Context: an optimization exercise on an open-source flow, tuned for small area, a short achievable clock period and few clock cycles per item. The choices shown serve that exercise and are no tape-out recipe. Function was not checked in any run shown here: the RTL went through the layout flow alone. Power is estimated from default activity; no workload was simulated.

==> flow/design.v, too long to show whole: its modules and the start of the top module <==
// module filter: 1572 lines
module filter
 #(parameter DWIDTH = 16,
   parameter DDWIDTH = 2*DWIDTH,
	parameter L = 160,
	parameter L_LOG = 8,
	parameter M = 147,
	parameter M_LOG = 8,
	parameter CWIDTH = 4*L,
	parameter J = 4,
	parameter J_LOG = 2)
  (input clk,
   input rst,
	output req_in,
	input ack_in,
	input signed [0:DWIDTH-1] data_in,
	output req_out,
	input ack_out,
	output signed [0:DWIDTH-1] data_out);
  // ...
==> flow/flow/run.sh <==
#!/bin/bash
# The standard layout (standard.sh), with these changes:
#  - synthesis skips the quick ABC pass inside Yosys's synth, so the adder
#    trees reach the full-adder extraction as written (same registers);
#  - timing repair aims below the clock period (larger setup margin).
set -euo pipefail
bash standard.sh SYNTH_ARGS=-noabc SETUP_SLACK_MARGIN=6.9 finish > standard_make.log 2>&1
==> flow/standard.sh <==
#!/bin/bash
# synth_recipe.tcl (not shown) runs the flow's synth.tcl, then flattens the netlist and writes it again
# the make line also repeats each setting of config.mk as NAME=value (left out here)
make -C /OpenROAD-flow-scripts/flow DESIGN_CONFIG=/design/flow/config.mk WORK_HOME=/design/flow/orfs CLKGATE_MAP_FILE= SYNTH_SCRIPT=/design/flow/synth_recipe.tcl "${@:-finish}"
==> flow/config.mk <==
export PLATFORM = sky130hd
export DESIGN_NAME = filter
export DESIGN_NICKNAME = filter
export VERILOG_FILES = /design/flow/design.v
export SDC_FILE = /design/flow/constraint.sdc
export NUM_CORES = 4
export LEC_CHECK = 0
export CAP_MARGIN = 20
export CORE_MARGIN = 2
export CORE_UTILIZATION = 40
export CTS_CLUSTER_DIAMETER = 100
export CTS_CLUSTER_SIZE = 25
export SLEW_MARGIN = 20
export SYNTH_MEMORY_MAX_BITS = 16384
==> flow/constraint.sdc <==
create_clock -name core_clock -period 10.0 [get_ports {clk}]
set_input_delay 2.0000 -clock core_clock [delete_from_list [all_inputs] [get_ports {clk}]]
set_output_delay 2.0000 -clock core_clock [all_outputs]
set_load 0.01 [all_outputs]
==> flow_summary.yaml, run 1 <==
clocking:
  cts_root_buf: "clkbuf_16"
  cts_resized: 129
  post-cts-setup-buffers: 10
finish:
  layout_commonest_cell: "fa_1"
  final_cells: 3366
  area_delta_synth_final_pct: 7.21
  largest_register_ffs: 105
  buffers: 98
  multi_input_area_um2: 16600
detailed_routing:
  wire_per_inst_um: 26.0
  wirelength_um: 87700
timing:
  report.final.slew_viol_count: 0
  final_hold_viol_count: 0
  worstMarginPinSlew_ps: 1200
  rsz0062_at_grt: "yes"
worst_hold_path:
  whs_endpoint: "x2[4]"
  hold_start: "x1[4]"
power_and_ir_drop:
  intPower_uw: 4690
  ir_drop_mv: 0.165
  combPwrFrac: 0.565
  pg_comb_uw: 4640
  powerClk_uw: 1060
  power_frac_clock: 0.129
synth:
  synth_cells: 2620
  synth_top_family_by_area: "adder cells"
  synth_compound_gate_area_share: 0.191
  synth_mux_area_frac: 0.0183
  synth_area_leaders: "dfxtp_1, fa_1, edfxtp_1, xnor2_1, a22oi_1"
  synth_xor_area_frac: 0.0981
global_routing:
  grt_usage: 0.262
  grt_pass1_wl_um: 133000
floorplanning:
  dieWidth_um: 258
  die_area_um2: 66600
status:
  status: "timing/DRC/antenna clean"
critical_path:
  critical_path_depth: 7
==> run 2: changes to the inputs <==
--- a/flow/design.v
+++ b/flow/design.v
@@ -24,17 +24,17 @@
   assign data_out = dout;
   wire [15:0] din = data_in;
   reg [15:0] xb, x0, x1, x2, x3;    
   reg xbv;                          
   reg v0, v1, v2, v3;               
   reg [7:0] p;                      
   reg [7:0] a;                      
   reg opb;                          
-  reg a1, a2;                       
+  reg a1;                           
   reg b1, b2;                       
   reg fb_en;                        
   reg [1:0] nfl;                    
   reg full;                         
   reg spv;                          
   reg pend;                         
   reg [15:0] sp;
   reg [30:0] acc;
@@ -1515,33 +1515,34 @@
   wire take = req_out_r & ack_out;         
   wire ld_d = dfree & (spv | full);
   wire ld_s = full & (dfree ? spv : !spv);
   always @(posedge clk) begin
     if (req_in_r) xb <= din;
     if (shift) begin
       x0 <= xb; x1 <= x0; x2 <= x1; x3 <= x2;
     end
-    if (ld_d) dout <= spv ? sp : res[30:15];
     if (ld_s) sp <= res[30:15];
     if (rst) begin
+      dout <= 16'd0;
       req_in_r <= 1'b1;
       xbv <= 1'b0;
       v0 <= 1'b0; v1 <= 1'b0; v2 <= 1'b0; v3 <= 1'b0;
       p <= 8'd0;
       a <= 8'd0;
       opb <= 1'b0;
-      a1 <= 1'b0; a2 <= 1'b0; b1 <= 1'b0; b2 <= 1'b0;
+      a1 <= 1'b0; b1 <= 1'b0; b2 <= 1'b0;
       fb_en <= 1'b1;
       nfl <= 2'd0;
       full <= 1'b0;
       spv <= 1'b0;
       pend <= 1'b0;
       req_out_r <= 1'b0;
     end else begin
+      if (ld_d) dout <= spv ? sp : res[30:15];
       if (req_in_r & ack_in) req_in_r <= 1'b0;
       else if (!req_in_r & !ack_in & (!xbv | shift)) req_in_r <= 1'b1;
       if (req_in_r & ack_in) xbv <= 1'b1;
       else if (shift) xbv <= 1'b0;
       if (shift) begin
         v0 <= 1'b1; v1 <= v0; v2 <= v1; v3 <= v2;
       end
       if (start) begin
@@ -1549,17 +1550,16 @@
         opb <= 1'b1;
       end else if (opb) begin
         a <= pnext;
         p <= pnext;
         opb <= 1'b0;
       end
       a1 <= start;
       b1 <= opb;
-      a2 <= a1;
       b2 <= b1;
       fb_en <= !a1;
       nfl <= nfl + {1'b0, start} - {1'b0, take};
       full <= b2 | (full & !(ld_d & !spv) & !ld_s);
       spv <= ld_s | (spv & !ld_d);
       if (req_out_r) begin
         if (ack_out) req_out_r <= 1'b0;
       end else if ((ld_d | pend) & !ack_out) begin
==> flow/flow/run.sh (replaced) <==
#!/bin/bash
# The standard layout (standard.sh), with these changes:
#  - synthesis skips the quick ABC pass inside Yosys's synth, so the adder
#    trees reach the full-adder extraction as written (same registers);
#  - timing repair aims below the clock period (larger setup margin).
set -euo pipefail
bash standard.sh SYNTH_ARGS=-noabc SETUP_SLACK_MARGIN=6.95 finish > standard_make.log 2>&1
==> flow_summary.yaml, run 2 <==
synth:
  synth.most_common_cell: "dfxtp_1"
  synth_mux_area_frac: 0.0113
  post_synth_and_or_nand_nor_area_fraction: 0.100
  synth_flop_cell: "dfxtp_1"
  ys_warn_count: 1
  syn-cell-area_um2: 25800
  syn_nets: 3029
  ys_async_sr_fraction: 0
  synth_cells: 2685
  synth_compound_gate_area_share: 0.204
  synth_area_leaders: "dfxtp_1, fa_1, xnor2_1, edfxtp_1, a22oi_1"
  syn_area_per_cell_um2: 9.60
  synth_top_cells_by_count: "dfxtp_1, nand2_1, fa_1"
  yosysSeqAreaShare: 0.306
  synth_edf_count: 64
  synth.largest_area_cell: "dfxtp_1"
  synth_xor_area_frac: 0.0989
  yosys.area.top_type_share: 0.231
  synth_top_family_by_area: "adder cells"
  synth-seq-cells: 362
  synth_fa_ha_area_frac: 0.229
  synthDistinctLibCells: 75
clocking:
  cts_tree: "done"
  clkLatencyLatePin_ps: 560
  cts_root_buf: "clkbuf_16"
  clock_sinks: 362
  clock_path_buffers: 3
  path_clk_slew_ps: 80
  cts_buffers: 20
  htreeDepth: 1
finish:
  n_fill_cell: 6105
  antenna_cells: 0
  nets: 2910
  area_delta_synth_final_pct: 8.44
  layout_commonest_cell: "nand2_1"
  mostFrequentLayoutCells: "nand2_1, fa_1, xnor2_1"
  multi_input_area_um2: 16700
  drive_gt1_frac: 0.107
  regArea_um2: 8060
  top_register: "r1"
  reg_top3: "r1 (105), acc (31), cr (27)"
  largest_register_ffs: 105
critical_path:
  worstSetupPathType: "flop to primary output"
  slowest_stage: "dfxtp_2"
  rr_worst_depth: 8
  startpoint: "req_in_r"
  slowest_delay_ps: 340
  cp-start-kind: "flop"
  cp_max_fo: 2
  cp.arrival_ps: 1130
  crit_path_end_kind: "primary output"
  reg2reg_to: "cr[17]"
  cp.required_ps: 8000
  endpoint: "req_in"
  ff2ff_setup_slack_ps: 6920
  crit_chain: "buf_12 -> buf_6"
  rr_startpoint: "a[2]"
worst_hold_path:
  hold_depth: 0
  worstHoldPathType: "flop to flop"
  hold_start: "x1[6]"
floorplanning:
  initial_utilization: 0.402
  core_um2: 64100
  rows: 93
  ios: 38
  die_h_um: 258
  dieWidth_um: 258
  die_area_um2: 66500
job:
  maxCapViolations: 0
timing:
  finalSetupTns_ps: 0
  worstMarginPinSlew_ps: 1110
  final_hold_viol_count: 0
  rsz0062_at_grt: "yes"
  relSlewSlack: 0.262
  finalClockSkew_ps: 21.5
  period_share: 0.313
  clock.fmax_mhz: 320
  period_minus_slack_ps: 3130
  report.final.slew_viol_count: 0
  setup-violations-final: 0
power_and_ir_drop:
  ir_drop_mv: 0.222
  total_power_uw: 8160
  p_per_area_nw_per_um2: 292
  leakagePower_uw: 0.0105
status:
  status: "timing/DRC/antenna clean"
place:
  place_congestion: 0.990
  io_buffer_count: 37
  dpl.hpwl_um: 59200
global_routing:
  grt_overflow: 0
  antenna_found_initial: 2
  grt_usage: 0.250
  first_global_vias: 20900
  grt_pass1_wl_um: 130000
  grt_max_degree: 75
detailed_routing:
  avgViaCountPerCell: 6.12
  ant_nets: 0
  dr.pass1.iters: 6
  drtIter0Drc: 2340
  drc_errors: 0
  vias: 21000
  wl_met3_um: 8520
  wl_met1_um: 36500
  routed-wl-met2_um: 37300
  highest_layer: "met5"
  wirelength_um: 85600
  wire_per_inst_um: 24.9
run 2: routing by layer:
layer	vias to the layer above	global-route usage
met5	-	0
met4	4	0.0838
met3	210	0.0547
met2	1195	0.381
met1	10500	0.352
li1	9141	-
run 2: worst min-delay path by stage:
stage                 end  slack [ps]
CTS                 x2[6]         440
global route        x2[6]         460
global placement    x2[6]         410
detailed placement  x2[6]         410
finish              x2[6]         440
floorplan           x2[2]         400
run 2: cell families (layout without fill, tap and decap cells):
group           count (synthesis)  count (layout)
buf+inv                       344             238
fa+ha+maj                     324             324
xor+xnor                      291             291
mux                            28              28
simple gates                  561             561
flops                         362             362
compound gates                775             775
run 2: final cells by class:
class,count,share of cell area
Timing Repair Buffer,122,0.0422
Inverter,81,0.0116
Multi-Input combinational cell,1979,0.597
Tap cell,855,0.0383
Clock buffer,29,0.0195
Clock inverter,6,0.00304
Sequential cell,362,0.288
run 2: repair_timing:
item                       in CTS  in global routing
setup endpoints to repair     107                 69
hold endpoints to repair        0                  0
pin swaps                       1                  1
gates resized for setup       179                 74
hold buffers                    0                  0
cloned                          1                  2
buffers inserted               18                 18
run 2: per-stage QoR:
| stage | cells | cell area, µm² | hold WS [ps] | util | setup WS [ps] |
|---|---|---|---|---|---|
| 2_1_floorplan | 2685 | 25800 | 402 | - | 6930 |
| 3_3_place_gp | 3360 | 26600 | 411 | 0.414 | 5970 |
| 3_5_place_dp | 3360 | 26600 | 415 | 0.414 | 5930 |
| 4_1_cts | 3414 | 27500 | 436 | 0.429 | 6850 |
| 5_1_grt | 3434 | 28000 | 455 | 0.436 | 6830 |
| 6_report | 3434 | 28000 | 438 | 0.436 | 6870 |
run 2: power breakdown:
group          switching (µW)  total, µW  leakage [µW]  internal, µW
clock network             519        920      0.000304           401
registers                 484       2480       0.00311          1990
logic                    2520       4760       0.00707          2240
run 2: critical path, delay by kind of cell, from the launching register on:
family                 cells  cell delay [ps]
buffers and inverters      2              240
DFF                        1              340

afterwards: timing with drivers on the ports:
In the flow no input, the clock included, has a driving cell. The finished layouts below were timed again as built, in two steps.
Step 1 assumes that a clkbuf_16 drives the clock port and a buf_2 every other input.
Step 2, shift: input delay + t, output delay - t, t = (earliest + latest rising clock arrival at the registers) / 2. This alone moves slack from input paths to output paths.
Slacks: no drivers / after step 1 / after step 2; pairs: no drivers / after step 1.
run | t (ns) | setup slack, ns | slew at the worst register clock pin (ns)
run 1 | 0.643 | 6.831 / 6.823 / 6.558 | 0.10 / 0.10
run 2 | 0.605 | 6.871 / 6.816 / 6.419 | 0.10 / 0.10
After both steps every run listed still meets setup and hold. The setup slack of run 2, which loses most, moves by -0.055 ns with the drivers and by -0.452 ns with both steps.
